Context: an optimization exercise on an open-source flow, tuned for small area. The choices shown serve that exercise and are no tape-out recipe. Function was checked by simulation only, so behaviour that the tests miss may differ from the original. No driver is modelled on the clock port, so clock power and skew are understated where the tree is cut down; a real chip needs a root buffer or a tree. Power and IR drop assume default switching activity.

==> design/flow/design.v <==
module DemoSequentialBreathing #(
  parameter IN_CLK_HZ = 400000,
  parameter DEPTH = 6
) (
  input  nreset,
  input  clk,
  output osc_en,
  output led_0,
  output led0_oe,
  output led_1,
  output led1_oe,
  output led_2,
  output led2_oe,
  output led_3,
  output led3_oe,
  output led_4,
  output led4_oe,
  output led_5,
  output led5_oe,
  output led_6,
  output led6_oe,
  output led_7,
  output led7_oe
);
  assign osc_en  = 1'b1;
  assign led0_oe = 1'b1;
  assign led1_oe = 1'b1;
  assign led2_oe = 1'b1;
  assign led3_oe = 1'b1;
  assign led4_oe = 1'b1;
  assign led5_oe = 1'b1;
  assign led6_oe = 1'b1;
  assign led7_oe = 1'b1;
  localparam [17:0] R = 262144 - (IN_CLK_HZ / 2 + 1);
  reg [2:0]  ph;
  reg [21:0] x;
  wire blink = ph[2];
  wire [1:0] q = ph[1:0];
  wire n0 = q == 2'b00;
  wire n1 = q == 2'b01;
  wire n2 = q == 2'b11;
  wire n3 = q == 2'b10;
  wire [22:0] cy;
  assign cy[0] = 1'b1;
  genvar g;
  generate
    for (g = 0; g < 22; g = g + 1) begin : chain
      assign cy[g+1] = cy[g] & x[g];
    end
  endgenerate
  wire [21:0] inc = x ^ cy[21:0];
  wire w7  = cy[7];     
  wire w18 = cy[18];    
  wire w22 = cy[22];    
  wire t_next  = !blink && x[21];                
  wire t_blink = t_next && n3;            
  wire p_wrap  = !blink && w7;                   
  wire h_wrap  = blink && w18;                   
  wire c_wrap  = blink && w22;                   
  wire r_end   = c_wrap && n3;            
  wire load_r  = h_wrap || t_blink;
  reg [21:0] force1;
  always @(*) begin
    force1 = 22'd0;
    force1[0]  = !n0;
    force1[1]  = blink && (n2 || n3);
    force1[2]  = blink && n3;
    force1[4]  = !blink && n3;
    force1[5]  = !blink && (n2 || n3);
    force1[6]  = !blink && (n2 || n3);
    force1[13] = !blink && (n0 || n1);
  end
  reg [21:0] clr;
  always @(*) begin
    clr = 22'd0;
    clr[6:0] = {7{t_next}};
    clr[13]  = t_next;
    clr[21]  = t_next;
    clr[0]   = t_next || r_end;
  end
  reg [21:0] set1;
  always @(*) begin
    set1 = 22'd0;
    set1[17:0] = {18{load_r}} & R;
    set1[0]  = load_r && !r_end;                        
    set1[1]  = h_wrap || p_wrap;                        
    set1[2]  = load_r || (p_wrap && n2) || (t_next && n1);
    set1[19] = c_wrap || t_blink;
    set1[20] = c_wrap || t_blink;
  end
  always @(posedge clk) begin
    if (!nreset) begin
      ph <= 3'd0;
      x <= 22'd0;
    end else begin
      x <= ((inc | force1) & ~clr) | set1;
      if (t_next || c_wrap) ph <= {ph[2] | t_blink, q[0], ~q[1]};
    end
  end
  reg lt;
  integer j;
  always @(*) begin
    lt = 1'b0;
    for (j = 0; j < 6; j = j + 1)
      lt = (~x[7+j] & x[14+j]) | (~x[7+j] & lt) | (x[14+j] & lt);
  end
  wire pwm_on = x[20] ^ lt;
  assign led_0 = !blink && n0 && pwm_on;
  assign led_1 = !blink && n1 && pwm_on;
  assign led_2 = !blink && n2 && pwm_on;
  assign led_3 = !blink && n3 && pwm_on;
  wire r = x[18];
  assign led_4 = blink && (r || !n0);
  assign led_5 = blink && (n2 || n3 || (n1 && r));
  assign led_6 = blink && (n3 || (n2 && r));
  assign led_7 = blink && n3 && r;
endmodule
==> design/flow/flow/run.sh <==
#!/bin/bash
# Layout flow: the standard flow (standard.sh), with these changes:
#  - synthesis maps the logic with an area-oriented ABC script (flow/area.abc)
#    in place of ORFS's; everything else in synthesis is the standard flow's own script;
#  - the port buffers are sky130_fd_sc_hd__buf_1;
#  - the clock tree is one clkbuf_16 driving all flip-flops (flow/post_cts.tcl),
#    with no dummy load cells.
# Each tool's output goes to a log file in the work folder (ORFS's own
# per-step logs are under orfs/logs).
set -euo pipefail
W=$PWD
{
  echo 'proc abc {args} {'
  echo '  set i [lsearch -exact $args -script]'
  echo "  if {\$i >= 0} { lset args [expr {\$i + 1}] $W/flow/area.abc }"
  echo '  yosys abc {*}$args'
  echo '}'
  cat "$W/synth_recipe.tcl"
} > "$W/area_synth.tcl"
bash "$W/standard.sh" SYNTH_SCRIPT="$W/area_synth.tcl" \
  "BUFFER_PORTS_ARGS=-buffer_cell sky130_fd_sc_hd__buf_1" \
  "CTS_ARGS=-sink_clustering_enable -repair_clock_nets -buf_list sky130_fd_sc_hd__clkbuf_8 -dont_use_dummy_load" \
  POST_CTS_TCL="$W/flow/post_cts.tcl" \
  finish > "$W/flow.log" 2>&1
==> design/flow/flow/area.abc <==
strash
&get -n
&dch -f
&nf -p -a
&put
topo
==> design/flow/flow/post_cts.tcl <==
# Runs at the end of ORFS's CTS step (POST_CTS_TCL). The design has only 25
# flip-flops, so one clock buffer can drive them all: move the loads of the
# clock tree's second-level buffers onto the root buffer's net, remove those
# buffers, and size the root buffer to drive all the flip-flops.
set block [ord::get_db_block]
set port_net [[$block findBTerm clk] getNet]
set root ""
foreach it [$port_net getITerms] {
  if {[string match "sky130_fd_sc_hd__clkbuf_*" [[[$it getInst] getMaster] getName]]} {
    set root [$it getInst]
  }
}
if {$root eq ""} { error "post_cts: no root clock buffer" }
set root_net [[$root findITerm X] getNet]
foreach it [$root_net getITerms] {
  set inst [$it getInst]
  if {$inst == $root} continue
  if {![string match "sky130_fd_sc_hd__clkbuf_*" [[$inst getMaster] getName]]} continue
  set leaf_net [[$inst findITerm X] getNet]
  foreach lt [$leaf_net getITerms] {
    if {[$lt getInst] == $inst} continue
    $lt disconnect
    $lt connect $root_net
  }
  puts "post_cts: removing [$inst getName]"
  odb::dbInst_destroy $inst
  odb::dbNet_destroy $leaf_net
}
replace_cell [$root getName] sky130_fd_sc_hd__clkbuf_16
detailed_placement
check_placement -verbose
estimate_parasitics -placement
report_clock_skew
report_worst_slack -min
report_worst_slack -max
==> design/flow/standard.sh <==
#!/bin/bash
# synth_recipe.tcl (not shown) runs the flow's synth.tcl, then flattens the netlist and writes it again
# the make line also repeats each setting of config.mk as NAME=value (left out here)
make -C /OpenROAD-flow-scripts/flow DESIGN_CONFIG=/design/flow/config.mk WORK_HOME=/design/flow/orfs CLKGATE_MAP_FILE= SYNTH_SCRIPT=/design/flow/synth_recipe.tcl "${@:-finish}"
==> design/flow/config.mk <==
export PLATFORM = sky130hd
export DESIGN_NAME = DemoSequentialBreathing
export DESIGN_NICKNAME = DemoSequentialBreathing
export VERILOG_FILES = /design/flow/design.v
export SDC_FILE = /design/flow/constraint.sdc
export NUM_CORES = 4
export LEC_CHECK = 0
export CAP_MARGIN = 20
export CORE_MARGIN = 2
export CORE_UTILIZATION = 40
export CTS_BUF_LIST = sky130_fd_sc_hd__clkbuf_8
export SLEW_MARGIN = 20
==> design/flow/constraint.sdc <==
create_clock -name core_clock -period 5.0 [get_ports {clk}]
set_input_delay 1.0000 -clock core_clock [delete_from_list [all_inputs] [get_ports {clk}]]
set_output_delay 1.0000 -clock core_clock [all_outputs]
set_load 0.01 [all_outputs]
==> summary.md, run 1 <==
| Metric | Value |
|---|---|
| Status | no timing/DRC/antenna violations |
| Placed Area | 1330 um2 |
| Finish-stage setup viols | 0 |
| Comb power frac | 3.8% |
| Crit path from | x[1] |
| Yosys cell types | 29 |
| Cell Rows | 20 |
| Top-area cell type share of the netlist area | 39.1% |
| Fillers | 326 |
| Synth area leader | dfxtp_1 |
| Setup WS pre-CTS | 88.2 ps |
| CP Capture Type | flip-flop |
| Top_reg_cell synth | dfxtp_1 |
| Final WL | 2.33 mm |
| Final Hold Vio Count | 0 |
| Average size of a mapped cell | 9.01 um2 |
| Synth Instances | 142 |
| N_diodes | 0 |
| Wire per inst | 12.0 um |
| Sw frac | 20.3% |
| Cell internal pwr | 242 uW |
| Hold Slack | 594 ps |
| Setup TNS | 0 ps |
| Number of max-cap violations | 0 |
| WP data required | 5050 ps |
| R2R Path Start | x[1] |
| Post-layout min period | 4700 ps |
| Pin count of the biggest net entering global routing | 26 |
| Most numerous cell on the critical path | ha_1 |
| Power Density | 220 nW/um2 |
| Reg-to-reg critical path endpoint | ph[0] |
| Design area | 1380 um2 |
| Grt total ovfl | 0 |
| Fmax | 213 MHz |
| Worst Hold Class | flip-flop to flip-flop |
| ANT nets after route | 0 |
| Vias | 989 |
| Crit-path max FO | 4 |
| Clock power share | 29.4% |
| Net Switching | 61.5 uW |
| Post-synth EDFFs | 0 |
| Global-route wire length before repair | 4.03 mm |
| HPWL Detailed | 1.74 mm |
| Yosys Warn Count | 1 |
| Synth Register Bits | 25 |
| Chip width | 60.6 um |
| R2R setup slack | 300 ps |
| Die area | 3670 um2 |
| Core Util, Final | 45.2% |
| Post-Route Skew | 3.49 ps |
| Clock latency on the worst-skew pair | 160 ps |
| Worst r2r path cells | 25 |
| DRC errors left | 0 |
| Final Net Count | 176 |
| Core footprint | 3050 um2 |
| CTS clk-pin slew, worst paths | 100 ps |
| Initial drt markers | 53 |
| Initial DRT Pass Iterations | 6 |
| Die H | 60.6 um |
| Largest cells by area after synthesis | dfxtp_1 39%, ha_1 21%, nor2_1 7.0% |
| Post-synth ARST share | 0% |
| Clock Sinks | 25 |
| Relative slew slack | 63.6% |
| Share of power burned in registers | 66.8% |
| Leakage | 0.000637 uW |
| CP Launch Type | flip-flop |
| Pins Over Slew Limit | 0 |
| Average vias per placed instance | 5.07 |
| P&R area growth vs syn | 7.72% |
| Post-synthesis sequential area ratio | 39.1% |
| Starting Density | 41.9% |
| Worst Setup Path Type | flip-flop to flip-flop |
| Routability Congestion | 0.700 |
| Leading cell types in the layout, fill and taps excluded | 25 x dfxtp_1, 24 x nor2_1, 17 x ha_1 |
| Least-Margin Pin Slew | 545 ps |
| Vias in the first global route | 911 |
| Worst setup margin | 302 ps |
| Total GRT Usage | 17.2% |
| Most common cell after layout, fill and taps aside | dfxtp_1 |
| Share of cells above drive strength 1 | 3.97% |
| IO Count | 19 |
| Worst Setup EP | ph[0] |
| Initial antenna violation count | 0 |
| Critical-path top delay cell | dfxtp_1 |
| Port bufs | 9 |
| Ratio of final minimum period to clock period | 94.0% |
| RSZ-0062 raised after global routing | false |
| CP peak stage delay | 310 ps |
| Mapped cell area | 1280 um2 |
| Arr. time, crit path | 4740 ps |
| Peak supply drop | 0.0871 mV |
==> cell families after synthesis <==
family	after synthesis	synth area share [%]
compound gates	29	13.8
xor+xnor	1	0.684
fa+ha+maj	21	20.5
buf+inv	14	6.74
flops	25	39.1
other cells	1	0.293
simple gates	51	18.9
==> Yosys cell counts (all sizes together), types with 2 or more instances <==
master,instances
a21oi,10
a31oi,2
and2,6
buf,9
clkinv,5
dfxtp,25
ha,21
nand2,7
nand2b,3
nor2,24
nor2b,4
nor3,2
o21ai,8
==> flip-flops by register name, summed over array words and instances, names as in the netlist <==
signal  cells
x          22
ph          3
==> per-stage QoR <==
| stage | total power (uW) | std cells |
|---|---|---|
| final | 303 | 195 |
| after global routing | 315 | 195 |
| after detailed placement | 218 | 194 |
| after global placement | 218 | 194 |
| after floorplan | 221 | 150 |
==> worst min-delay path by stage <==
| stage | start | slack (ps) | cells past startpoint | endpoint |
|---|---|---|---|---|
| after global placement | ph[1] | 570 | 1 | ph[0] |
| after floorplan | ph[1] | 510 | 1 | ph[0] |
| after detailed placement | ph[1] | 570 | 1 | ph[0] |
| after global routing | x[14] | 650 | 3 | x[14] |
| final | ph[1] | 590 | 1 | ph[0] |
==> critical path: cells and delay by family, from the launching register on <==
kind                     cells  cell delay [ps]
AO/OA/AOI/OAI                2              220
AND/OR/NAND/NOR              2              170
flip-flops                   1              310
adder cells (fa/ha/maj)     21             3860
==> power groups by stage <==
| stage | Clock (uW) | Sequential (uW) | Combinational [uW] |
|---|---|---|---|
| 5_1_grt | 99.6 | 203 | 13.2 |
| 3_3_place_gp | 0 | 207 | 11.3 |
| 6_report | 89.2 | 202 | 11.6 |
| 3_5_place_dp | 0 | 207 | 11.4 |
| 2_1_floorplan | 0 | 207 | 13.9 |
==> metal layers <==
| layer | up-vias | global-route usage, % | wire length [um] |
|---|---|---|---|
| met4 | 0 | 3.42 | 21 |
| met3 | 4 | 2.13 | 131 |
| li1 | 496 | - | - |
| met1 | 459 | 23.1 | 1050 |
| met5 | - | 0 | 0 |
| met2 | 30 | 29.6 | 1130 |
==> cell type report <==
class	instances	area, um2	share of cell area [%]
sequential	25	500	36.3
clock buffer	1	25.0	1.81
multi-input combinational	111	746	54.1
timing repair buffer	9	33.8	2.45
tap	44	55.1	3.99
inverter	5	18.8	1.36
==> run 2: changes to the inputs <==
--- a/design/flow/config.mk
+++ b/design/flow/config.mk
@@ -8,5 +8,6 @@
 export CAP_MARGIN = 20
 export CORE_MARGIN = 2
-export CORE_UTILIZATION = 40
+export CORE_UTILIZATION = 70
 export CTS_BUF_LIST = sky130_fd_sc_hd__clkbuf_8
+export PLACE_DENSITY = 0.8
 export SLEW_MARGIN = 20
==> run 2 against run 1 <==
Compared with the run above:
- count of clock-buffer cells in the layout did not move
- critical endpoint unchanged
- global-route usage rose by 11 points
- first-iteration DRC count rose by 26%
- setup slack got worse by 60 ps
- final cell count fell by 9.7%
- critical path depth did not move
- die area fell by 40%
- final area fell by 1.9%
- clock power fell by 1%
- wire length rose by 7.5%
- combinational power barely moved
==> summary.md, run 2 <==
| Metric | Value |
|---|---|
| Status | no timing/DRC/antenna violations (unchanged) |
| Post-synth EDFFs | 0 (unchanged) |
| Top-area cell type share of the netlist area | 39.1% (unchanged) |
| Worst r2r path cells | 25 (unchanged) |
| Regs by FF count | x: 22 flops, ph: 3 flops (unchanged) |
| Fmax | 210 MHz (was 213 MHz) |
| Core footprint | 1730 um2 (was 3050 um2) |
| Largest register FFs | 22 (unchanged) |
| CP Launch Type | flip-flop (unchanged) |
| Wire per inst | 14.3 um (was 12.0 um) |
| Leakage | 0.000640 uW (was 0.000637 uW) |
| Hold Path Sink | ph[0] (unchanged) |
| Peak supply drop | 0.197 mV (was 0.0871 mV) |
| Pin count of the biggest net entering global routing | 26 (unchanged) |
| Pins Over Slew Limit | 0 (unchanged) |
| Synth Register Bits | 25 (unchanged) |
| Synth Instances | 142 (unchanged) |
| Crit-path max FO | 4 (unchanged) |
| Placed cell count | 175 (was 194) |
| Share of cells above drive strength 1 | 3.31% (was 3.97%) |
| IO Count | 19 (unchanged) |
| RSZ-0062 raised after global routing | false (unchanged) |
| Average size of a mapped cell | 9.01 um2 (unchanged) |
| Synth cell count leaders | 25 x dfxtp_1, 24 x nor2_1, 21 x ha_1, 10 x a21oi_1, 9 x buf_4 (unchanged) |
| DRC errors left | 0 (unchanged) |
| Number of max-cap violations | 0 (unchanged) |
| Final Hold Vio Count | 0 (unchanged) |
| Post-layout min period | 4760 ps (was 4700 ps) |
| Hold wc startpoint | ph[1] (unchanged) |
| ANT nets after route | 0 (unchanged) |
| Fillers | 129 (was 326) |
| Least-Margin Pin Slew | 500 ps (was 545 ps) |
| Initial antenna violation count | 0 (unchanged) |
| Top_reg_cell synth | dfxtp_1 (unchanged) |
| Global-route wire length before repair | 3.77 mm (was 4.03 mm) |
| Finish-stage setup viols | 0 (unchanged) |
| WP data required | 5050 ps (about the same) |
| Synth area leader | dfxtp_1 (unchanged) |
| Most common cell in the netlist | dfxtp_1 (unchanged) |
| Grt total ovfl | 0 (unchanged) |
| Most common cell after layout, fill and taps aside | dfxtp_1 (unchanged) |
| Relative slew slack | 66.6% (was 63.6%) |
| Top reg by flops | x (unchanged) |
| Design area | 1350 um2 (was 1380 um2) |
| Die H | 46.8 um (was 60.6 um) |
| Core Util, Final | 78.3% (was 45.2%) |
| CTS clk-pin slew, worst paths | 100 ps (about the same) |
| N_diodes | 0 (unchanged) |
| Final Net Count | 176 (unchanged) |
| Arr. time, crit path | 4800 ps (was 4740 ps) |
| Die area | 2190 um2 (was 3670 um2) |
| Ratio of final minimum period to clock period | 95.1% (was 94.0%) |
| Final WL | 2.51 mm (was 2.33 mm) |
| HPWL Detailed | 1.85 mm (was 1.74 mm) |
| Mapped cell area | 1280 um2 (unchanged) |
| Power Density | 224 nW/um2 (was 220 nW/um2) |
| Setup WS pre-CTS | 123 ps (was 88.2 ps) |
| Yosys cell types | 29 (unchanged) |
| Post-synth ARST share | 0% (unchanged) |
| Leading cell types in the layout, fill and taps excluded | 25 x dfxtp_1, 24 x nor2_1, 18 x ha_1 (was 25 x dfxtp_1, 24 x nor2_1, 17 x ha_1) |
| Largest cells by area after synthesis | dfxtp_1 39%, ha_1 21%, nor2_1 7.0% (unchanged) |
| Worst setup margin | 243 ps (was 302 ps) |
| Initial drt markers | 67 (was 53) |
| R2R Path Start | x[0] (was x[1]) |
| P&R area growth vs syn | 5.67% (was 7.72%) |
| Clock Sinks | 25 (unchanged) |
| Post-Route Skew | 6.75 ps (was 3.49 ps) |
| Post-synthesis sequential area ratio | 39.1% (unchanged) |
| Port bufs | 9 (unchanged) |
| Yosys Warn Count | 1 (unchanged) |
| Setup TNS | 0 ps (unchanged) |
| Vias | 1060 (was 989) |
| Worst Setup Path Type | flip-flop to flip-flop (unchanged) |
| Starting Density | 74.1% (was 41.9%) |
| Chip width | 46.8 um (was 60.6 um) |
| Clock latency on the worst-skew pair | 160 ps (about the same) |
| CP Capture Type | flip-flop (unchanged) |
| Worst Hold Class | flip-flop to flip-flop (unchanged) |
| R2R setup slack | 240 ps (was 300 ps) |
| Vias in the first global route | 845 (was 911) |
| Initial DRT Pass Iterations | 6 (unchanged) |
| Placed Area | 1310 um2 (was 1330 um2) |
| Average vias per placed instance | 6.02 (was 5.07) |
| Non-Filler Instances | 176 (was 195) |
| Reg-to-reg critical path endpoint | ph[0] (unchanged) |
| Routability Congestion | 0.803 (was 0.700) |
| Total GRT Usage | 28.1% (was 17.2%) |
| Cell Rows | 15 (was 20) |
| Worst Hold Depth | 1 (unchanged) |
run 2: critical path: stages, from the launching register on:
cell and delay (ps):
dfxtp_1 330, ha_1 190, ha_1 190, ha_1 180, ha_1 180, ha_1 180
ha_2 190, ha_1 190, ha_1 190, ha_1 190, ha_1 190, ha_1 180
ha_1 180, ha_1 190, ha_1 180, ha_1 190, ha_2 190, ha_4 180
ha_1 180, ha_1 190, ha_1 190, ha_1 210, nand2_2 90, nand2_1 90
o21ai_1 170, a21oi_1 50
run 2: routing by layer:
layer	vias up	GRT usage, %	wire length [um]	part of all wire, %
met5	-	0	0	0
met1	489	42.0	1030	41
li1	497	-	-	-
met2	67	43.8	1210	48
met4	0	6.11	39	1.6
met3	7	2.69	226	9.0
run 2: stage by stage:
| stage | total power (uW) | hold slack, ps |
|---|---|---|
| 2_1_floorplan | 221 | 510 |
| 3_3_place_gp | 218 | 563 |
| 3_5_place_dp | 219 | 571 |
| 5_1_grt | 310 | 636 |
| 6_report | 302 | 589 |
run 2: final cells by class:
cell class	count	area [um2]	area share (%)
multi-input cells	111	743	54.9
flip-flops and latches	25	500	37.0
repair buffers	9	33.8	2.50
well taps	25	31.3	2.31
clock buffers	1	25.0	1.85
inverters	5	18.8	1.39
run 2: how the worst max path moves through the flow:
stage	start	endpoint	slack (ps)
floorplan	x[1]	ph[0]	540
finish	x[0]	ph[0]	240
detailed placement	x[0]	ph[0]	120
global route	x[0]	ph[0]	20
global placement	x[0]	ph[1]	280
run 2: report_power, final:
part,internal (uW),switching (uW)
Sequential,201,1.01
Clock,36.9,51.2
Combinational,3.26,8.60
Total,242,60.8
run 2: cell families after synthesis:
kind of cell | synth area share, %
xor+xnor | 0.684
compound gates | 13.8
simple gates | 18.9
other cells | 0.293
buf+inv | 6.74
flops | 39.1
fa+ha+maj | 20.5
==> run 3: changes to the inputs <==
--- a/design/flow/design.v
+++ b/design/flow/design.v
@@ -52,5 +52,5 @@
   wire w7  = cy[7];     
   wire w18 = cy[18];    
-  wire w22 = cy[22];    
+  wire w22 = w18 && (&x[21:18]);    
   wire t_next  = !blink && x[21];                
   wire t_blink = t_next && n3;            
--- a/design/flow/config.mk
+++ b/design/flow/config.mk
@@ -8,6 +8,5 @@
 export CAP_MARGIN = 20
 export CORE_MARGIN = 2
-export CORE_UTILIZATION = 70
+export CORE_UTILIZATION = 40
 export CTS_BUF_LIST = sky130_fd_sc_hd__clkbuf_8
-export PLACE_DENSITY = 0.8
 export SLEW_MARGIN = 20
==> run 3 against run 2 <==
Compared with the run above:
- synthesized cell count is 1.4% higher
- still clean on timing, DRC and antenna
- register-to-register slack gained 340 ps
- via count decreased by 7.9%
- final cell count is 12% higher
- flip-flop and latch count is the same
- highest routed layer unchanged
- largest power group unchanged
- global-route usage down 10 points
- clock skew fell by 3.9 ps
- power down 0.26%
==> summary.md, run 3 <==
| Metric | Value |
|---|---|
| Wire per inst | 11.7 um (was 14.3 um) |
| Largest cells by area after synthesis | dfxtp_1 39%, ha_1 20%, nor2_1 7.1% (was dfxtp_1 39%, ha_1 21%, nor2_1 7.0%) |
| CP Capture Type | flip-flop (unchanged) |
| Die area | 3650 um2 (was 2190 um2) |
| Leading cell types in the layout, fill and taps excluded | 25 x dfxtp_1, 24 x nor2_1, 20 x ha_1 (was 25 x dfxtp_1, 24 x nor2_1, 18 x ha_1) |
| Synth area leader | dfxtp_1 (unchanged) |
| IO Count | 19 (unchanged) |
| Pin count of the biggest net entering global routing | 26 (unchanged) |
| Starting Density | 42.0% (was 74.1%) |
| Relative slew slack | 44.3% (was 66.6%) |
| Fillers | 304 (was 129) |
| Average size of a mapped cell | 8.84 um2 (was 9.01 um2) |
| Post-Route Skew | 2.89 ps (was 6.75 ps) |
| Post-synth ARST share | 0% (unchanged) |
| Worst r2r path cells | 21 (was 25) |
| Synth cell count leaders | 25 x dfxtp_1, 24 x nor2_1, 20 x ha_1, 10 x nand2_1, 9 x buf_4 (was 25 x dfxtp_1, 24 x nor2_1, 21 x ha_1, 10 x a21oi_1, 9 x buf_4) |
| R2R Path Start | x[0] (unchanged) |
| Share of power burned in registers | 67.1% (was 67.0%) |
| P&R area growth vs syn | 6.00% (was 5.67%) |
| HPWL Detailed | 1.82 mm (was 1.85 mm) |
| N_diodes | 0 (unchanged) |
| Chip width | 60.4 um (was 46.8 um) |
| Synth Instances | 144 (was 142) |
| Average vias per placed instance | 4.95 (was 6.02) |
| Initial drt markers | 56 (was 67) |
| Mapped cell area | 1270 um2 (was 1280 um2) |
| Cell Rows | 20 (was 15) |
| Power Density | 224 nW/um2 (about the same) |
| Least-Margin Pin Slew | 826 ps (was 500 ps) |
| Total GRT Usage | 17.7% (was 28.1%) |
| Top reg by flops | x (unchanged) |
| Top_reg_cell synth | dfxtp_1 (unchanged) |
| Most common cell in the netlist | dfxtp_1 (unchanged) |
| DRC errors left | 0 (unchanged) |
| Worst Hold Class | flip-flop to flip-flop (unchanged) |
| Top-area cell type share of the netlist area | 39.3% (was 39.1%) |
| Clock latency on the worst-skew pair | 160 ps (about the same) |
| Clock power share | 29.0% (was 29.1%) |
| Largest register FFs | 22 (unchanged) |
| Fmax | 226 MHz (was 210 MHz) |
| WP data required | 5040 ps (was 5050 ps) |
| Arr. time, crit path | 4470 ps (was 4800 ps) |
| Final WL | 2.31 mm (was 2.51 mm) |
| Vias in the first global route | 903 (was 845) |
| Synth Register Bits | 25 (unchanged) |
| Final Net Count | 177 (was 176) |
| Multi-input logic area | 712 um2 (was 743 um2) |
| Worst Hold Depth | 2 (was 1) |
| Finish-stage setup viols | 0 (unchanged) |
| Net Switching | 60.3 uW (was 60.8 uW) |
| Core footprint | 3030 um2 (was 1730 um2) |
| Cell internal pwr | 241 uW (was 242 uW) |
| Crit-path max FO | 8 (was 4) |
| Worst Setup Path Type | flip-flop to flip-flop (unchanged) |
| Most common cell after layout, fill and taps aside | dfxtp_1 (unchanged) |
| Number of max-cap violations | 0 (unchanged) |
| Die H | 60.4 um (was 46.8 um) |
| Vias | 976 (was 1060) |
| Share of cells above drive strength 1 | 0.654% (was 3.31%) |
| Status | no timing/DRC/antenna violations (unchanged) |
| Ratio of final minimum period to clock period | 88.4% (was 95.1%) |
| Hold Path Sink | x[21] (was ph[0]) |
| Initial antenna violation count | 0 (unchanged) |
| Port bufs | 9 (unchanged) |
| Pins Over Slew Limit | 0 (unchanged) |
| Comb power frac | 3.9% (about the same) |
| Grt total ovfl | 0 (unchanged) |
| Leakage | 0.000618 uW (was 0.000640 uW) |
| Initial DRT Pass Iterations | 8 (was 6) |
| Routability Congestion | 0.897 (was 0.803) |
| RSZ-0062 raised after global routing | false (unchanged) |
| Register area | 500 um2 (unchanged) |
| Yosys Warn Count | 1 (unchanged) |
| Final Hold Vio Count | 0 (unchanged) |
| Non-Filler Instances | 197 (was 176) |
| Clock Sinks | 25 (unchanged) |
| Reg-to-reg critical path endpoint | x[4] (was ph[0]) |
| Hold wc startpoint | x[21] (was ph[1]) |
| Sw frac | 20.0% (was 20.1%) |
| Post-synth EDFFs | 0 (unchanged) |
| Placed cell count | 196 (was 175) |
| Peak supply drop | 0.120 mV (was 0.197 mV) |
| CTS clk-pin slew, worst paths | 100 ps (about the same) |
| CP Launch Type | flip-flop (unchanged) |
| Global-route wire length before repair | 4.18 mm (was 3.77 mm) |
| Yosys cell types | 26 (was 29) |
| ANT nets after route | 0 (unchanged) |
| Post-synthesis sequential area ratio | 39.3% (was 39.1%) |
| Regs by FF count | x: 22 flops, ph: 3 flops (unchanged) |
| Post-layout min period | 4420 ps (was 4760 ps) |
| Setup TNS | 0 ps (unchanged) |
| R2R setup slack | 580 ps (was 240 ps) |
## run 3: cell count changes in the layout (fill, tap and decap cells not counted), moves of 2 or more
cell	before	now
o21ai_0	5	8
nor3_1	2	6
a21oi_1	10	6
a31oi_1	2	0
ha_2	2	0
nand2_1	6	10
o21ai_1	3	0
ha_1	18	20
o22ai_1	1	3
## run 3: cell type report
cell class / count / share of cell area (%)
Sequential cell: 25 / 37.1
Tap cell: 44 / 4.08
Clock buffer: 1 / 1.86
Inverter: 6 / 1.67
Multi-Input combinational cell: 112 / 52.8
Timing Repair Buffer: 9 / 2.50
## run 3: worst max-delay path by stage
stage	startpoint	to	slack, ps
3_3_place_gp	x[0]	x[20]	650
3_5_place_dp	x[0]	x[4]	550
5_1_grt	x[0]	x[4]	240
2_1_floorplan	x[1]	x[20]	910
6_report	x[0]	x[4]	580
## run 3: cells by family (layout without fill, tap and decap cells)
group | Yosys count | count (layout) | share of synthesized area (%)
other cells | 1 | 9 | 0.295
xor+xnor | 2 | 2 | 1.38
fa+ha+maj | 20 | 20 | 19.7
flops | 25 | 25 | 39.3
buf+inv | 15 | 16 | 7.08
compound gates | 24 | 24 | 11.7
simple gates | 57 | 57 | 20.6
## run 3: through the flow
| stage | hold slack (ps) | worst slack [ps] | power, uW | utilization [%] | cell area, um2 |
|---|---|---|---|---|---|
| floorplan | 505 | 909 | 220 | - | 1300 |
| global placement | 541 | 646 | 219 | 43.7 | 1320 |
| detailed placement | 531 | 553 | 219 | 43.7 | 1320 |
| global route | 591 | 240 | 316 | 44.5 | 1350 |
| finish | 560 | 579 | 302 | 44.5 | 1350 |
## run 3: power groups by stage
stage	Combinational (uW)	Sequential [uW]	Clock, uW
floorplan	13.5	207	0
global placement	11.5	207	0
detailed placement	11.7	207	0
global route	13.8	203	99.2
finish	11.7	202	87.5
## run 3: routing by layer
metal / global-route usage [%] / part of all wire (%)
met5: 0 / 0
met4: 3.49 / 0.86
met3: 2.56 / 7.7
met2: 29.0 / 48
met1: 25.0 / 44
## run 3: critical path, cell delays in order, from the launching register on
cell and delay [ps]:
dfxtp_1 330, ha_1 180, ha_1 180, ha_1 180
ha_1 180, ha_1 180, ha_1 210, ha_1 200
ha_1 190, ha_1 190, ha_1 180, ha_1 180
ha_1 180, ha_1 180, ha_1 180, ha_1 200
ha_1 190, ha_1 200, nand2_1 150, o21ai_0 320
nand2_1 230, o21ai_0 100
==> run 4: changes to the inputs <==
==> design/flow/flow/area.abc (replaced) <==
strash
dc2
dc2
strash
&get -n
&dch -f
&nf -R 1000
&put
topo
==> run 4 against run 3 <==
Compared with the run above:
- setup slack got worse by 41 ps
- count of clock-buffer cells in the layout is the same
- non-clock buffer count increased by 1
- wire length rose by 2.7%
- critical path type unchanged
- combinational power grew 3%
- critical path depth grew 1
- sequential power hardly changed
- final cell count did not move
==> summary.md, run 4 <==
| Metric | Value |
|---|---|
| Vias | 1014 (was 976) |
| Most common cell in the netlist | dfxtp_1 (unchanged) |
| Final Hold Vio Count | 0 (unchanged) |
| Most common cell after layout, fill and taps aside | dfxtp_1 (unchanged) |
| Clock latency on the worst-skew pair | 160 ps (about the same) |
| Worst Hold Class | flip-flop to flip-flop (unchanged) |
| Grt total ovfl | 0 (unchanged) |
| RSZ-0062 raised after global routing | false (unchanged) |
| Vias in the first global route | 926 (was 903) |
| Die H | 60.0 um (was 60.4 um) |
| Regs by FF count | x: 22 flops, ph: 3 flops (unchanged) |
| Final Net Count | 177 (unchanged) |
| Largest register FFs | 22 (unchanged) |
| Pins Over Slew Limit | 0 (unchanged) |
| Crit-path max FO | 3 (was 8) |
| Status | no timing/DRC/antenna violations (unchanged) |
| Synth Instances | 143 (was 144) |
| Share of cells above drive strength 1 | 1.31% (was 0.654%) |
| N_diodes | 0 (unchanged) |
| Average size of a mapped cell | 8.78 um2 (was 8.84 um2) |
| Register area | 500 um2 (unchanged) |
| Post-synth EDFFs | 0 (unchanged) |
| Initial antenna violation count | 0 (unchanged) |
| Chip width | 60.0 um (was 60.4 um) |
| Finish-stage setup viols | 0 (unchanged) |
| Largest cells by area after synthesis | dfxtp_1 40%, ha_1 20%, buf_4 5.4% (was dfxtp_1 39%, ha_1 20%, nor2_1 7.1%) |
| CP Launch Type | flip-flop (unchanged) |
| Leading cell types in the layout, fill and taps excluded | 25 x dfxtp_1, 20 x ha_1, 18 x nor2_1 (was 25 x dfxtp_1, 24 x nor2_1, 20 x ha_1) |
| CTS clk-pin slew, worst paths | 90 ps (was 100 ps) |
| WP data required | 5060 ps (was 5040 ps) |
| Total GRT Usage | 18.1% (was 17.7%) |
| Yosys cell types | 24 (was 26) |
| Clock Sinks | 25 (unchanged) |
| Synth Register Bits | 25 (unchanged) |
| Pin count of the biggest net entering global routing | 26 (unchanged) |
| Worst Setup Path Type | flip-flop to flip-flop (unchanged) |
| Synth area leader | dfxtp_1 (unchanged) |
| P&R area growth vs syn | 6.67% (was 6.00%) |
| Cell Rows | 20 (unchanged) |
| Top reg by flops | x (unchanged) |
| Port bufs | 9 (unchanged) |
| Setup TNS | 0 ps (unchanged) |
| Initial DRT Pass Iterations | 4 (was 8) |
| Synth cell count leaders | 25 x dfxtp_1, 20 x ha_1, 18 x nor2_1, 17 x nand2_1 (was 25 x dfxtp_1, 24 x nor2_1, 20 x ha_1, 10 x nand2_1, 9 x buf_4) |
| Starting Density | 41.5% (was 42.0%) |
| Post-synth ARST share | 0% (unchanged) |
| DRC errors left | 0 (unchanged) |
| Routability Congestion | 0.836 (was 0.897) |
| Die area | 3600 um2 (was 3650 um2) |
| Peak supply drop | 0.136 mV (was 0.120 mV) |
| Post-layout min period | 4460 ps (was 4420 ps) |
| Arr. time, crit path | 4520 ps (was 4470 ps) |
| Tot Pwr | 301 uW (was 302 uW) |
| Relative slew slack | 57.0% (was 44.3%) |
| Post-synthesis sequential area ratio | 39.8% (was 39.3%) |
| Yosys Warn Count | 1 (unchanged) |
| Fillers | 296 (was 304) |
| Multi-input logic area | 684 um2 (was 712 um2) |
| Leakage | 0.000642 uW (was 0.000618 uW) |
| Average vias per placed instance | 5.15 (was 4.95) |
| Core footprint | 3030 um2 (unchanged) |
| Ratio of final minimum period to clock period | 89.2% (was 88.4%) |
| Wire per inst | 12.1 um (was 11.7 um) |
| CP Capture Type | flip-flop (unchanged) |
| Post-Route Skew | 2.29 ps (was 2.89 ps) |
| Mapped cell area | 1260 um2 (was 1270 um2) |
| Top-area cell type share of the netlist area | 39.8% (was 39.3%) |
| IO Count | 19 (unchanged) |
| Fmax | 224 MHz (was 226 MHz) |
| Number of max-cap violations | 0 (unchanged) |
| HPWL Detailed | 1.78 mm (was 1.82 mm) |
| Least-Margin Pin Slew | 646 ps (was 826 ps) |
| Initial drt markers | 57 (was 56) |
| Top_reg_cell synth | dfxtp_1 (unchanged) |
| Power Density | 225 nW/um2 (was 224 nW/um2) |
| Global-route wire length before repair | 4.24 mm (was 4.18 mm) |
| Core Util, Final | 44.3% (was 44.5%) |
| ANT nets after route | 0 (unchanged) |
| Final WL | 2.38 mm (was 2.31 mm) |
| R2R setup slack | 540 ps (was 580 ps) |
run 4: cell count changes in the layout (fill, tap and decap cells not counted), sizes merged, moves of 3 or more:
| cell | delta |
|---|---|
| clkinv | +3 |
| nand2 | +7 |
| nor2 | -6 |
| nand2b | -4 |
run 4: through the flow:
step | area, um2 | cells | hold WS (ps) | worst slack, ps
finish | 1340 | 197 | 562 | 538
detailed placement | 1320 | 196 | 539 | 521
global route | 1340 | 197 | 600 | 250
floorplan | 1290 | 151 | 498 | 703
global placement | 1320 | 196 | 541 | 558
run 4: path summary, 6_finish.rpt:
| path | to | cells past startpoint | startpoint |
|---|---|---|---|
| setup / recovery | x[20] | 22 | x[0] |
| hold / removal | x[0] | 2 | x[0] |
| setup reg to reg | x[20] | 22 | x[0] |
| hold reg to reg | x[0] | 2 | x[0] |
run 4: layout make-up:
| type | count | area share [%] |
|---|---|---|
| Multi-Input combinational cell | 108 | 51.1 |
| Sequential cell | 25 | 37.3 |
| Tap cell | 44 | 4.11 |
| Timing Repair Buffer | 10 | 3.08 |
| Inverter | 9 | 2.52 |
| Clock buffer | 1 | 1.87 |
run 4: layer usage:
layer  track usage [%]  vias to the layer above  routed length, um
li1                  -                      504                  -
met1              24.2                      476                933
met2              31.8                       30               1250
met3              1.95                        4                158
met4              2.86                        0                 33
met5                 0                        -                  0
run 4: cell families (layout without fill, tap and decap cells):
kind of cell    count (synthesis)  in the layout  synth area share, %
other cells                     1              9                0.299
fa+ha+maj                      20             20                 19.9
flops                          25             25                 39.8
xor+xnor                        2              2                 1.39
compound gates                 27             27                 13.0
simple gates                   50             50                 17.4
buf+inv                        18             20                 8.07
run 4: power by group:
part / internal, uW / switching (uW) / total [uW]
combinational: 3.58 / 8.49 / 12.1
sequential: 201 / 0.955 / 202
clock: 36.8 / 49.8 / 86.6
total: 242 / 59.2 / 301
run 4: critical path: stages, from the launching register on:
cell and delay (ps):
dfxtp_1 330, ha_1 180, ha_1 180, ha_1 170, ha_1 180, ha_1 180, ha_1 230, ha_1 200
ha_1 180, ha_1 180, ha_1 170, ha_1 180, ha_1 180, ha_1 180, ha_1 180, ha_1 200
ha_1 190, ha_1 190, ha_1 180, ha_1 170, ha_1 270, nor3_1 190, nor2_1 60
==> run 5: changes to the inputs <==
--- a/design/flow/flow/run.sh
+++ b/design/flow/flow/run.sh
@@ -5,5 +5,6 @@
 #  - the port buffers are sky130_fd_sc_hd__buf_1;
 #  - the clock tree is one clkbuf_16 driving all flip-flops (flow/post_cts.tcl),
-#    with no dummy load cells.
+#    with no dummy load cells;
+#  - the constant outputs share one tie cell (SKIP_REPAIR_TIE_FANOUT).
 # Each tool's output goes to a log file in the work folder (ORFS's own
 # per-step logs are under orfs/logs).
@@ -22,3 +23,4 @@
   "CTS_ARGS=-sink_clustering_enable -repair_clock_nets -buf_list sky130_fd_sc_hd__clkbuf_8 -dont_use_dummy_load" \
   POST_CTS_TCL="$W/flow/post_cts.tcl" \
+  SKIP_REPAIR_TIE_FANOUT=1 \
   finish > "$W/flow.log" 2>&1
==> run 5 against run 4 <==
Compared with the run above:
- final cell count decreased by 4.1%
- synthesized area stayed put
- critical path type unchanged
- flip-flop and latch count stayed put
- largest power group unchanged
- setup slack worse by 87 ps
- combinational power grew 4%
==> summary.md, run 5 <==
| Metric | Value |
|---|---|
| Port bufs | 9 (unchanged) |
| Synth cell count leaders | 25 x dfxtp_1, 20 x ha_1, 18 x nor2_1, 17 x nand2_1 (unchanged) |
| Share of power burned in registers | 67.2% (about the same) |
| Synth Register Bits | 25 (unchanged) |
| Vias in the first global route | 952 (was 926) |
| RSZ-0062 raised after global routing | false (unchanged) |
| Reg-to-reg critical path endpoint | x[20] (unchanged) |
| Post-synthesis sequential area ratio | 39.8% (unchanged) |
| Crit path from | x[0] (unchanged) |
| Arr. time, crit path | 4600 ps (was 4520 ps) |
| Grt total ovfl | 0 (unchanged) |
| Cell internal pwr | 242 uW (about the same) |
| Most common cell after layout, fill and taps aside | dfxtp_1 (unchanged) |
| Worst Setup Path Type | flip-flop to flip-flop (unchanged) |
| Worst setup margin | 452 ps (was 538 ps) |
| Finish-stage setup viols | 0 (unchanged) |
| Die area | 3600 um2 (unchanged) |
| Top reg by flops | x (unchanged) |
| Yosys cell types | 24 (unchanged) |
| Synth area leader | dfxtp_1 (unchanged) |
| Ratio of final minimum period to clock period | 91.0% (was 89.2%) |
| Average vias per placed instance | 5.15 (about the same) |
| CP Launch Type | flip-flop (unchanged) |
| Non-Filler Instances | 189 (was 197) |
| Setup WS pre-CTS | 448 ps (was 521 ps) |
| Average size of a mapped cell | 8.78 um2 (unchanged) |
| CTS clk-pin slew, worst paths | 90 ps (about the same) |
| Initial antenna violation count | 0 (unchanged) |
| Core footprint | 3030 um2 (unchanged) |
| Leading cell types in the layout, fill and taps excluded | 25 x dfxtp_1, 20 x ha_1, 18 x nor2_1 (unchanged) |
| Crit-path max FO | 3 (unchanged) |
| Largest register FFs | 22 (unchanged) |
| Global-route wire length before repair | 4.02 mm (was 4.24 mm) |
| Top-area cell type share of the netlist area | 39.8% (unchanged) |
| Routability Congestion | 0.803 (was 0.836) |
| IO Count | 19 (unchanged) |
| Placed cell count | 188 (was 196) |
| Share of cells above drive strength 1 | 1.38% (was 1.31%) |
| Total GRT Usage | 17.0% (was 18.1%) |
| R2R setup slack | 450 ps (was 540 ps) |
| Core Util, Final | 43.3% (was 44.3%) |
| WP data required | 5060 ps (about the same) |
| Status | no timing/DRC/antenna violations (unchanged) |
| Worst r2r path cells | 22 (unchanged) |
| Clock Sinks | 25 (unchanged) |
| Pins Over Slew Limit | 0 (unchanged) |
| Largest cells by area after synthesis | dfxtp_1 40%, ha_1 20%, buf_4 5.4% (unchanged) |
| CP Capture Type | flip-flop (unchanged) |
| ANT nets after route | 0 (unchanged) |
| Die H | 60.0 um (unchanged) |
| Final Hold Vio Count | 0 (unchanged) |
| Net Switching | 59.2 uW (about the same) |
| Post-layout min period | 4550 ps (was 4460 ps) |
| Yosys Warn Count | 1 (unchanged) |
| Final Net Count | 169 (was 177) |
| Pin count of the biggest net entering global routing | 26 (unchanged) |
| Clock latency on the worst-skew pair | 160 ps (about the same) |
| Initial drt markers | 59 (was 57) |
| Cell Rows | 20 (unchanged) |
| Worst Hold Class | flip-flop to flip-flop (unchanged) |
| Chip width | 60.0 um (unchanged) |
| Peak supply drop | 0.128 mV (was 0.136 mV) |
| Hold Slack | 539 ps (was 562 ps) |
| Top_reg_cell synth | dfxtp_1 (unchanged) |
| Mapped cell area | 1260 um2 (unchanged) |
| Comb power frac | 4.2% (was 4.0%) |
| Initial DRT Pass Iterations | 5 (was 4) |
| Vias | 973 (was 1014) |
| Setup TNS | 0 ps (unchanged) |
| Post-Route Skew | 2.06 ps (was 2.29 ps) |
| Regs by FF count | x: 22 flops, ph: 3 flops (unchanged) |
| P&R area growth vs syn | 4.28% (was 6.67%) |
| Number of max-cap violations | 0 (unchanged) |
| Fmax | 220 MHz (was 224 MHz) |
| Clock power share | 28.6% (was 28.8%) |
| HPWL Detailed | 1.74 mm (was 1.78 mm) |
| Most common cell in the netlist | dfxtp_1 (unchanged) |
| Final WL | 2.30 mm (was 2.38 mm) |
| Synth Instances | 143 (unchanged) |
| DRC errors left | 0 (unchanged) |
| Wire per inst | 12.1 um (about the same) |
| Least-Margin Pin Slew | 662 ps (was 646 ps) |
| Post-synth ARST share | 0% (unchanged) |
| N_diodes | 0 (unchanged) |
| Sw frac | 19.7% (about the same) |
| Worst Setup EP | x[20] (unchanged) |
| Power Density | 230 nW/um2 (was 225 nW/um2) |
| Post-synth EDFFs | 0 (unchanged) |
| Leakage | 0.000616 uW (was 0.000642 uW) |
| R2R Path Start | x[0] (unchanged) |
| Relative slew slack | 55.8% (was 57.0%) |
| Starting Density | 41.5% (unchanged) |
run 5: cell counts after synthesis:
No cell type changed its count.
run 5: cells by family after synthesis:
logic type | Yosys count | share of synthesized area, %
DFF | 25 | 39.8
AOI/OAI and AO/OA | 27 | 13.0
xor gates and xnor gates | 2 | 1.39
and+or+nand+nor | 50 | 17.4
buffers and inverters | 18 | 8.07
other | 1 | 0.299
adders and majority gates | 20 | 19.9
run 5: area by class of cell:
type                            instances  area, um2
Clock buffer                            1       25.0
Fill cell                             314       1720
Inverter                                9       33.8
Multi-Input combinational cell        100        654
Sequential cell                        25        500
Tap cell                               44       55.1
Timing Repair Buffer                   10       41.3
run 5: power groups by stage:
stage                     sequential [uW]  combinational, uW  clock [uW]
final                                 202               12.6        86.3
after global routing                  203               14.4        98.4
after floorplan                       207               13.7           0
after detailed placement              207               12.2           0
after global placement                207               12.3           0
run 5: how the worst min path moves through the flow:
stage                     start    to  cells past startpoint
after detailed placement   x[0]  x[0]                      2
after floorplan            x[0]  x[0]                      2
after global placement     x[0]  x[0]                      2
after global routing       x[0]  x[0]                      2
final                      x[0]  x[0]                      2
run 5: metrics by stage:
stage	power (uW)	cell area (um2)
2_1_floorplan	220	1260
3_3_place_gp	219	1280
3_5_place_dp	219	1280
5_1_grt	316	1310
6_report	301	1310
run 5: worst max-delay path, stage by stage, from the launching register on:
cell     delay, ps
dfxtp_1        330
ha_1           180
ha_1           180
ha_1           180
ha_1           180
ha_1           180
ha_1           220
ha_1           190
ha_1           180
ha_1           200
ha_1           190
ha_1           190
ha_1           180
ha_1           190
ha_1           180
ha_1           200
ha_1           190
ha_1           210
ha_1           190
ha_1           180
ha_1           270
nor3_1         200
nor2_1          60
run 5: layer usage:
layer,wire length (um),up-vias,global-route usage (%)
met2,1150,29,29.0
met3,126,7,1.95
met1,968,451,22.8
li1,-,486,-
met5,0,-,0
met4,48,0,4.44
==> run 6: changes to the inputs <==
--- a/design/flow/design.v
+++ b/design/flow/design.v
@@ -34,5 +34,7 @@
   localparam [17:0] R = 262144 - (IN_CLK_HZ / 2 + 1);
   reg [2:0]  ph;
-  reg [21:0] x;
+  localparam [21:0] INV = 22'h001f80;
+  reg [21:0] xs;
+  wire [21:0] x = xs ^ INV;
   wire blink = ph[2];
   wire [1:0] q = ph[1:0];
@@ -92,7 +94,7 @@
     if (!nreset) begin
       ph <= 3'd0;
-      x <= 22'd0;
+      xs <= INV;
     end else begin
-      x <= ((inc | force1) & ~clr) | set1;
+      xs <= (((inc | force1) & ~clr) | set1) ^ INV;
       if (t_next || c_wrap) ph <= {ph[2] | t_blink, q[0], ~q[1]};
     end
==> run 6 against run 5 <==
Compared with the run above:
- still clean on timing, DRC and antenna
- combinational power about the same
- maximum frequency shrank 0.28%
- count of clock-buffer cells in the layout unchanged
- clock skew grew 0.62 ps
- via count decreased by 0.41%
- flip-flop and latch count stayed put
- sequential power hardly changed
- core utilization down 0.26 points
- final cell count decreased by 7.9%
- register-to-register slack about the same
- power increased by 0.58%
- setup slack got worse by 13 ps
- critical endpoint is now xs[20]
- largest power group unchanged
==> summary.md, run 6 <==
| Metric | Value |
|---|---|
| Non-Filler Instances | 174 (was 189) |
| Synth Instances | 139 (was 143) |
| Final Hold Vio Count | 0 (unchanged) |
| Synth Area in XOR/XNOR | 1.40% (was 1.39%) |
| Ratio of final minimum period to clock period | 91.2% (was 91.0%) |
| Multiplexer area fraction after synthesis | 0% (unchanged) |
| Largest cells by area after synthesis | dfxtp_1 40%, ha_1 20%, buf_4 5.4% (unchanged) |
| Vias | 969 (was 973) |
| Cell Rows | 20 (unchanged) |
| R2R Path Start | xs[0] (was x[0]) |
| Worst Hold Class | flip-flop to flip-flop (unchanged) |
| Least-Margin Pin Slew | 637 ps (was 662 ps) |
| Adder-cell share of the synthesized area | 20.0% (was 19.9%) |
| Core Util, Final | 43.0% (was 43.3%) |
| Main combinational cell family by area after synthesis | adder cells (unchanged) |
| Largest register FFs | 22 (unchanged) |
| Yosys cell types | 26 (was 24) |
| Uppermost layer routed | met4 (unchanged) |
| Hold wc startpoint | xs[8] (was x[0]) |
| HPWL Detailed | 1.71 mm (was 1.74 mm) |
| Most common cell in the netlist | dfxtp_1 (unchanged) |
| Metal2 WL | 1.17 mm (was 1.15 mm) |
| Pins Over Slew Limit | 0 (unchanged) |
| Initial DRT Pass Iterations | 7 (was 5) |
| Post-synth ARST share | 0% (unchanged) |
| Power Density | 235 nW/um2 (was 230 nW/um2) |
| RSZ-0062 raised after global routing | false (unchanged) |
| Worst Path Buf+Inv | 0 (unchanged) |
| Reg-to-reg critical path endpoint | xs[20] (was x[20]) |
| Pin count of the biggest net entering global routing | 26 (unchanged) |
| Critical path's top delay family | adder cells (unchanged) |
| Top-area cell type share of the netlist area | 40.0% (was 39.8%) |
| Status | no timing/DRC/antenna violations (unchanged) |
| Leakage | 0.000603 uW (was 0.000616 uW) |
| Mapped cell area | 1250 um2 (was 1260 um2) |
| WP data required | 5060 ps (about the same) |
| Setup TNS | 0 ps (unchanged) |
| Chip width | 59.9 um (was 60.0 um) |
| Compound-Gate Fraction of Synth Area | 16.2% (was 13.0%) |
| R2R setup slack | 440 ps (was 450 ps) |
| Worst Hold Depth | 3 (was 2) |
| Design area | 1290 um2 (was 1310 um2) |
| Cell breakdown of the critical path | ha_1 > ha_1 > ha_1 > ha_1 > ha_1 > ha_1 > ha_1 > ha_1 > ha_1 > ha_1 > ha_1 > ha_1 > ha_1 > ha_1 > ha_1 > ha_1 > ha_1 > ha_1 > ha_1 > ha_1 > o31a_1 (was ha_1 > ha_1 > ha_1 > ha_1 > ha_1 > ha_1 > ha_1 > ha_1 > ha_1 > ha_1 > ha_1 > ha_1 > ha_1 > ha_1 > ha_1 > ha_1 > ha_1 > ha_1 > ha_1 > ha_1 > nor3_1 > nor2_1) |
| Synth area leader | dfxtp_1 (unchanged) |
| Peak supply drop | 0.117 mV (was 0.128 mV) |
| Post-synth EDFFs | 0 (unchanged) |
| Port bufs | 9 (unchanged) |
| Relative slew slack | 57.1% (was 55.8%) |
| Global-route wire length before repair | 3.83 mm (was 4.02 mm) |
| Clock Sinks | 25 (unchanged) |
| Most numerous cell on the critical path | ha_1 (unchanged) |
| CP Capture Type | flip-flop (unchanged) |
| Final Net Count | 165 (was 169) |
| Post-synthesis sequential area ratio | 40.0% (was 39.8%) |
| Synth Register Bits | 25 (unchanged) |
| Total GRT Usage | 16.5% (was 17.0%) |
| Worst Setup Path Type | flip-flop to flip-flop (unchanged) |
| Critical-path top delay cell | dfxtp_1 (unchanged) |
| Top reg by flops | xs (was x) |
| IO Count | 19 (unchanged) |
| Leading cell types in the layout, fill and taps excluded | 25 x dfxtp_1, 20 x ha_1, 15 x nand2_1 (was 25 x dfxtp_1, 20 x ha_1, 18 x nor2_1) |
| P&R area growth vs syn | 3.20% (was 4.28%) |
| Initial drt markers | 78 (was 59) |
| Post-Route Skew | 2.68 ps (was 2.06 ps) |
| CP Launch Type | flip-flop (unchanged) |
| Simple-gate portion of the synthesized area | 14.0% (was 17.4%) |
| CP peak stage delay | 330 ps (about the same) |
| Vias in the first global route | 837 (was 952) |
| Crit path from | xs[0] (was x[0]) |
| Worst r2r path cells | 21 (was 22) |
| Clock latency on the worst-skew pair | 160 ps (about the same) |
| Initial antenna violation count | 0 (unchanged) |
| Die H | 59.9 um (was 60.0 um) |
| Yosys Warn Count | 1 (unchanged) |
| CTS clk-pin slew, worst paths | 100 ps (was 90 ps) |
| Synth cell count leaders | 25 x dfxtp_1, 20 x ha_1, 15 x nand2_1, 13 x nor2_1, 13 x o21ai_0 (was 25 x dfxtp_1, 20 x ha_1, 18 x nor2_1, 17 x nand2_1) |
| Average vias per placed instance | 5.57 (was 5.15) |
| Share of cells above drive strength 1 | 1.42% (was 1.38%) |
| Regs by FF count | xs: 22 flops, ph: 3 flops (was x: 22 flops, ph: 3 flops) |
| M1 wire length | 950 um (was 968 um) |
| Top_reg_cell synth | dfxtp_1 (unchanged) |
| DRC errors left | 0 (unchanged) |
| Wire per inst | 13.1 um (was 12.1 um) |
| Placed cell count | 173 (was 188) |
| Starting Density | 41.7% (was 41.5%) |
| Hold Path Sink | xs[8] (was x[0]) |
| Post-layout min period | 4560 ps (was 4550 ps) |
| Number of max-cap violations | 0 (unchanged) |
| Final WL | 2.29 mm (was 2.30 mm) |
| Die area | 3590 um2 (was 3600 um2) |
| Average size of a mapped cell | 9.00 um2 (was 8.78 um2) |
| Finish-stage setup viols | 0 (unchanged) |
| Grt total ovfl | 0 (unchanged) |
| Most common cell after layout, fill and taps aside | dfxtp_1 (unchanged) |
| Fmax | 219 MHz (was 220 MHz) |
| Metal3 WL | 140 um (was 126 um) |
| Core footprint | 3000 um2 (was 3030 um2) |
| Routability Congestion | 0.777 (was 0.803) |
| Placed Area | 1270 um2 (was 1280 um2) |
| Crit-path max FO | 2 (was 3) |
| ANT nets after route | 0 (unchanged) |
| Arr. time, crit path | 4620 ps (was 4600 ps) |
| N_diodes | 0 (unchanged) |
-- run 6: cell types whose count changed in the layout (fill, tap and decap cells not counted), moves of 3 or more --
cell,delta
o21ai_0,+5
nor2_1,-5
and2_0,-3
o31a_1,+3
-- run 6: logic make-up after synthesis --
group,count (synthesis)
adder cells (fa/ha/maj),20
other,1
AND/OR/NAND/NOR,40
AO/OA/AOI/OAI,33
flip-flops,25
XOR/XNOR,2
buffers and inverters,18
-- run 6: worst min-delay path, cell delays in order, from the launching register on --
cell      delay [ps]
dfxtp_1          340
clkinv_1          50
ha_1             110
nand2_1           40
-- run 6: final cells by class --
class / count / area, um2
Fill cell: 307 / 1710
Timing Repair Buffer: 10 / 41.3
Clock buffer: 1 / 25.0
Multi-Input combinational cell: 96 / 649
Sequential cell: 25 / 500
Inverter: 9 / 33.8
Tap cell: 33 / 41.3
-- run 6: how the worst max path moves through the flow --
stage               slack [ps]  cells past startpoint  endpoint
floorplan                  760                     21    xs[20]
global route               190                     21    xs[20]
detailed placement         450                     21    xs[20]
global placement           480                     21    xs[20]
finish                     440                     21    xs[20]
-- run 6: metal layers --
layer	global-route usage, %	up-vias
li1	-	488
met1	21.6	448
met2	28.6	29
met3	1.95	4
met4	4.13	0
met5	0	-
-- run 6: through the flow --
step           setup slack [ps]  hold WS (ps)  power, uW
2_1_floorplan               756           510        220
3_3_place_gp                483           550        219
3_5_place_dp                449           562        220
5_1_grt                     187           610        314
6_report                    439           571        303
-- run 6: power breakdown --
| part | total [uW] | internal (uW) | switching [uW] |
|---|---|---|---|
| clock network | 87.7 | 36.8 | 50.9 |
| registers | 203 | 201 | 1.04 |
| logic | 12.7 | 4.13 | 8.55 |
| total | 303 | 242 | 60.5 |
==> run 7: changes to the inputs <==
--- a/design/flow/flow/run.sh
+++ b/design/flow/flow/run.sh
@@ -6,7 +6,5 @@
 #  - the clock tree is one clkbuf_16 driving all flip-flops (flow/post_cts.tcl),
 #    with no dummy load cells;
-#  - the constant outputs share one tie cell (SKIP_REPAIR_TIE_FANOUT).
-# Each tool's output goes to a log file in the work folder (ORFS's own
-# per-step logs are under orfs/logs).
+#  - the constant outputs share one tie cell (SKIP_REPAIR_TIE_FANOUT);
 set -euo pipefail
 W=$PWD
@@ -24,3 +22,4 @@
   POST_CTS_TCL="$W/flow/post_cts.tcl" \
   SKIP_REPAIR_TIE_FANOUT=1 \
+  REMOVE_ABC_BUFFERS=1 \
   finish > "$W/flow.log" 2>&1
==> design/flow/flow/area.abc (replaced) <==
strash
dc2
dc2
strash
&get -n
&dch -f
&nf -R 1000
&put
topo
strash
dc2
&get -n
&dch -f
&nf -R 1000
&put
topo
--- a/design/flow/config.mk
+++ b/design/flow/config.mk
@@ -10,3 +10,4 @@
 export CORE_UTILIZATION = 40
 export CTS_BUF_LIST = sky130_fd_sc_hd__clkbuf_8
+export GPL_TIMING_DRIVEN = 0
 export SLEW_MARGIN = 20
==> run 7 against run 6 <==
Compared with the run above:
- global-route usage is 0.76 points lower
- clock power is 3.0% lower
- register-to-register slack better by 150 ps
- power is 1.4% lower
- hold slack worse by 21 ps
- synthesized cell count is 3.6% higher
- setup slack better by 150 ps
- count of clock-buffer cells in the layout stayed put
- first-iteration DRC count is 28% lower
- core utilization is 0.37 points lower
==> summary.md, run 7 <==
| Metric | Value |
|---|---|
| Number of max-cap violations | 0 (unchanged) |
| Yosys Warn Count | 1 (unchanged) |
| Yosys cell types | 25 (was 26) |
| Core footprint | 3000 um2 (unchanged) |
| Reg-to-reg critical path endpoint | xs[20] (unchanged) |
| Port bufs | 9 (unchanged) |
| Status | no timing/DRC/antenna violations (unchanged) |
| Power Density | 233 nW/um2 (was 235 nW/um2) |
| Synth cell count leaders | 25 x dfxtp_1, 21 x nor2_1, 20 x ha_1, 17 x nand2_1, 11 x o21ai_0 (was 25 x dfxtp_1, 20 x ha_1, 15 x nand2_1, 13 x nor2_1, 13 x o21ai_0) |
| Clock latency on the worst-skew pair | 150 ps (was 160 ps) |
| Vias in the first global route | 847 (was 837) |
| Ratio of final minimum period to clock period | 88.2% (was 91.2%) |
| Post-synthesis sequential area ratio | 40.1% (was 40.0%) |
| IO Count | 19 (unchanged) |
| Most common cell in the netlist | dfxtp_1 (unchanged) |
| Routability Congestion | 0.858 (was 0.777) |
| R2R Path Start | xs[0] (unchanged) |
| Synth Register Bits | 25 (unchanged) |
| Clock Sinks | 25 (unchanged) |
| HPWL Detailed | 1.72 mm (was 1.71 mm) |
| Leading cell types in the layout, fill and taps excluded | 25 x dfxtp_1, 21 x nor2_1, 20 x ha_1 (was 25 x dfxtp_1, 20 x ha_1, 15 x nand2_1) |
| RSZ-0062 raised after global routing | false (unchanged) |
| CP Capture Type | flip-flop (unchanged) |
| Largest cells by area after synthesis | dfxtp_1 40%, ha_1 20%, nor2_1 6.3% (was dfxtp_1 40%, ha_1 20%, buf_4 5.4%) |
| Total GRT Usage | 15.7% (was 16.5%) |
| Least-Margin Pin Slew | 609 ps (was 637 ps) |
| Hold wc startpoint | xs[0] (was xs[8]) |
| Initial drt markers | 56 (was 78) |
| Wire per inst | 12.2 um (was 13.1 um) |
| Die area | 3580 um2 (was 3590 um2) |
| Fmax | 227 MHz (was 219 MHz) |
| Starting Density | 41.5% (was 41.7%) |
| ANT nets after route | 0 (unchanged) |
| Post-layout min period | 4410 ps (was 4560 ps) |
| Final Hold Vio Count | 0 (unchanged) |
| Synth area leader | dfxtp_1 (unchanged) |
| N_diodes | 0 (unchanged) |
| Peak supply drop | 0.147 mV (was 0.117 mV) |
| CTS clk-pin slew, worst paths | 90 ps (was 100 ps) |
| Average vias per placed instance | 5.40 (was 5.57) |
| Pin count of the biggest net entering global routing | 26 (unchanged) |
| Final Net Count | 169 (was 165) |
| Leakage | 0.000606 uW (was 0.000603 uW) |
| Vias | 962 (was 969) |
| Setup TNS | 0 ps (unchanged) |
| Hold Slack | 550 ps (was 571 ps) |
| Mapped cell area | 1250 um2 (about the same) |
| Worst Hold Depth | 2 (was 3) |
| Pins Over Slew Limit | 0 (unchanged) |
| Largest register FFs | 22 (unchanged) |
| R2R setup slack | 590 ps (was 440 ps) |
| P&R area growth vs syn | 2.61% (was 3.20%) |
| Final WL | 2.18 mm (was 2.29 mm) |
| DRC errors left | 0 (unchanged) |
| Initial antenna violation count | 0 (unchanged) |
| Synth Instances | 144 (was 139) |
| WP data required | 5050 ps (was 5060 ps) |
| Average size of a mapped cell | 8.66 um2 (was 9.00 um2) |
| CP Launch Type | flip-flop (unchanged) |
| Global-route wire length before repair | 3.63 mm (was 3.83 mm) |
| Cell Rows | 20 (unchanged) |
| Most common cell after layout, fill and taps aside | dfxtp_1 (unchanged) |
| CP peak stage delay | 320 ps (was 330 ps) |
| Most numerous cell on the critical path | ha_1 (unchanged) |
| Chip width | 59.8 um (was 59.9 um) |
| Post-synth ARST share | 0% (unchanged) |
| Post-Route Skew | 2.51 ps (was 2.68 ps) |
| Hold Path Sink | xs[0] (was xs[8]) |
| Cell breakdown of the critical path | ha_1 > ha_1 > ha_1 > ha_1 > ha_1 > ha_1 > ha_1 > ha_1 > ha_1 > ha_1 > ha_1 > ha_1 > ha_1 > ha_1 > ha_1 > ha_1 > ha_1 > ha_1 > ha_1 > ha_1 > nor2_1 > nor2_1 (was ha_1 > ha_1 > ha_1 > ha_1 > ha_1 > ha_1 > ha_1 > ha_1 > ha_1 > ha_1 > ha_1 > ha_1 > ha_1 > ha_1 > ha_1 > ha_1 > ha_1 > ha_1 > ha_1 > ha_1 > o31a_1) |
| Worst r2r path cells | 22 (was 21) |
| Post-synth EDFFs | 0 (unchanged) |
| Share of cells above drive strength 1 | 0.690% (was 1.42%) |
| Critical-path top delay cell | dfxtp_1 (unchanged) |
| Relative slew slack | 59.4% (was 57.1%) |
| Die H | 59.8 um (was 59.9 um) |
| Regs by FF count | xs: 22 flops, ph: 3 flops (unchanged) |
| Top-area cell type share of the netlist area | 40.1% (was 40.0%) |
| Worst Setup Path Type | flip-flop to flip-flop (unchanged) |
| Top reg by flops | xs (unchanged) |
| Finish-stage setup viols | 0 (unchanged) |
| Arr. time, crit path | 4470 ps (was 4620 ps) |
| Grt total ovfl | 0 (unchanged) |
| Crit-path max FO | 3 (was 2) |
| Top_reg_cell synth | dfxtp_1 (unchanged) |
| Worst Hold Class | flip-flop to flip-flop (unchanged) |
| Initial DRT Pass Iterations | 4 (was 7) |
[run 7: changes by cell type in the layout (fill, tap and decap cells not counted), moves of 2 or more]
cell	before	now
a21boi_0	2	0
o21ai_0	13	11
nor2_1	13	21
nand2_1	15	17
o31a_1	3	0
[run 7: per-stage QoR]
| step | power (uW) | utilization, % | std cells | cell area [um2] | setup WS [ps] |
|---|---|---|---|---|---|
| after global routing | 311 | 42.6 | 178 | 1280 | 324 |
| after detailed placement | 218 | 41.8 | 177 | 1250 | 574 |
| after floorplan | 215 | - | 135 | 1180 | 896 |
| after global placement | 218 | 41.8 | 177 | 1250 | 616 |
| final | 299 | 42.6 | 178 | 1280 | 588 |
[run 7: kinds of logic (layout without fill, tap and decap cells)]
logic type      count (synthesis)  count (layout)  share of synthesized area (%)
fa+ha+maj                      20              20                           20.1
flops                          25              25                           40.1
xor+xnor                        2               2                           1.40
other cells                     1               1                          0.301
buf+inv                        19              20                           8.43
simple gates                   50              50                           17.1
compound gates                 27              27                           12.6
[run 7: worst max path at each step]
stage | startpoint | endpoint | slack [ps] | cells past startpoint
floorplan | xs[1] | xs[20] | 900 | 22
global placement | xs[0] | xs[20] | 620 | 22
detailed placement | xs[0] | xs[20] | 570 | 22
global route | xs[0] | xs[21] | 320 | 22
finish | xs[0] | xs[20] | 590 | 22
[run 7: final cells by class]
type	count	area [um2]
tap	33	41.3
clock buffer	1	25.0
sequential	25	500
fill	322	1720
multi-input combinational	100	642
timing repair buffer	9	33.8
inverter	10	37.5
[run 7: power breakdown]
group          switching (uW)  leakage, uW  internal [uW]  total (uW)
clock                    48.4    0.0000123           36.7        85.1
combinational            8.26     0.000392           3.02        11.3
sequential              0.842     0.000203            201         202
[run 7: metal layers]
layer	vias up	routed length (um)	track usage, %
li1	490	-	-
met1	449	996	22.1
met2	21	1030	26.1
met3	2	126	1.95
met4	0	27	2.86
met5	-	0	0
[run 7: critical path, delay by kind of cell, from the launching register on]
kind	cells	cell delay, ps
flip-flops	1	320
AND/OR/NAND/NOR	2	150
adder cells (fa/ha/maj)	20	3830

separate check: timing with driven ports:
No port has a modelled driver above. Below, the same layouts with a new extraction and two added sets of constraints. Step 1, drivers: a clkbuf_16 drives clk and a buf_2 each remaining input, both assumed. Step 2 moves the port delays by t, midway between the first and last clock arrival at a register: inputs arrive t later, outputs are due t later. That takes back most of the time a late clock gives input paths. Slacks: no drivers / after step 1 / after step 2; pairs: no drivers / after step 1.
run	t (ns)	setup WS [ns]	worst setup path after step 2	clock arrival spread, ns	worst slew at a driven data input, ns
run 1	0.187	0.302 / 0.302 / 0.302	register to register	0.004 / 0.004	0.03
run 2	0.185	0.243 / 0.243 / 0.243	register to register	0.007 / 0.007	0.03
run 3	0.185	0.579 / 0.579 / 0.579	register to register	0.003 / 0.002	0.03
run 4	0.183	0.538 / 0.538 / 0.538	register to register	0.002 / 0.002	0.03
run 5	0.182	0.452 / 0.452 / 0.452	register to register	0.002 / 0.002	0.03
run 6	0.186	0.439 / 0.439 / 0.439	register to register	0.002 / 0.003	0.03
run 7	0.184	0.588 / 0.588 / 0.588	register to register	0.003 / 0.002	0.03
After both steps setup and hold are still met in every run listed.
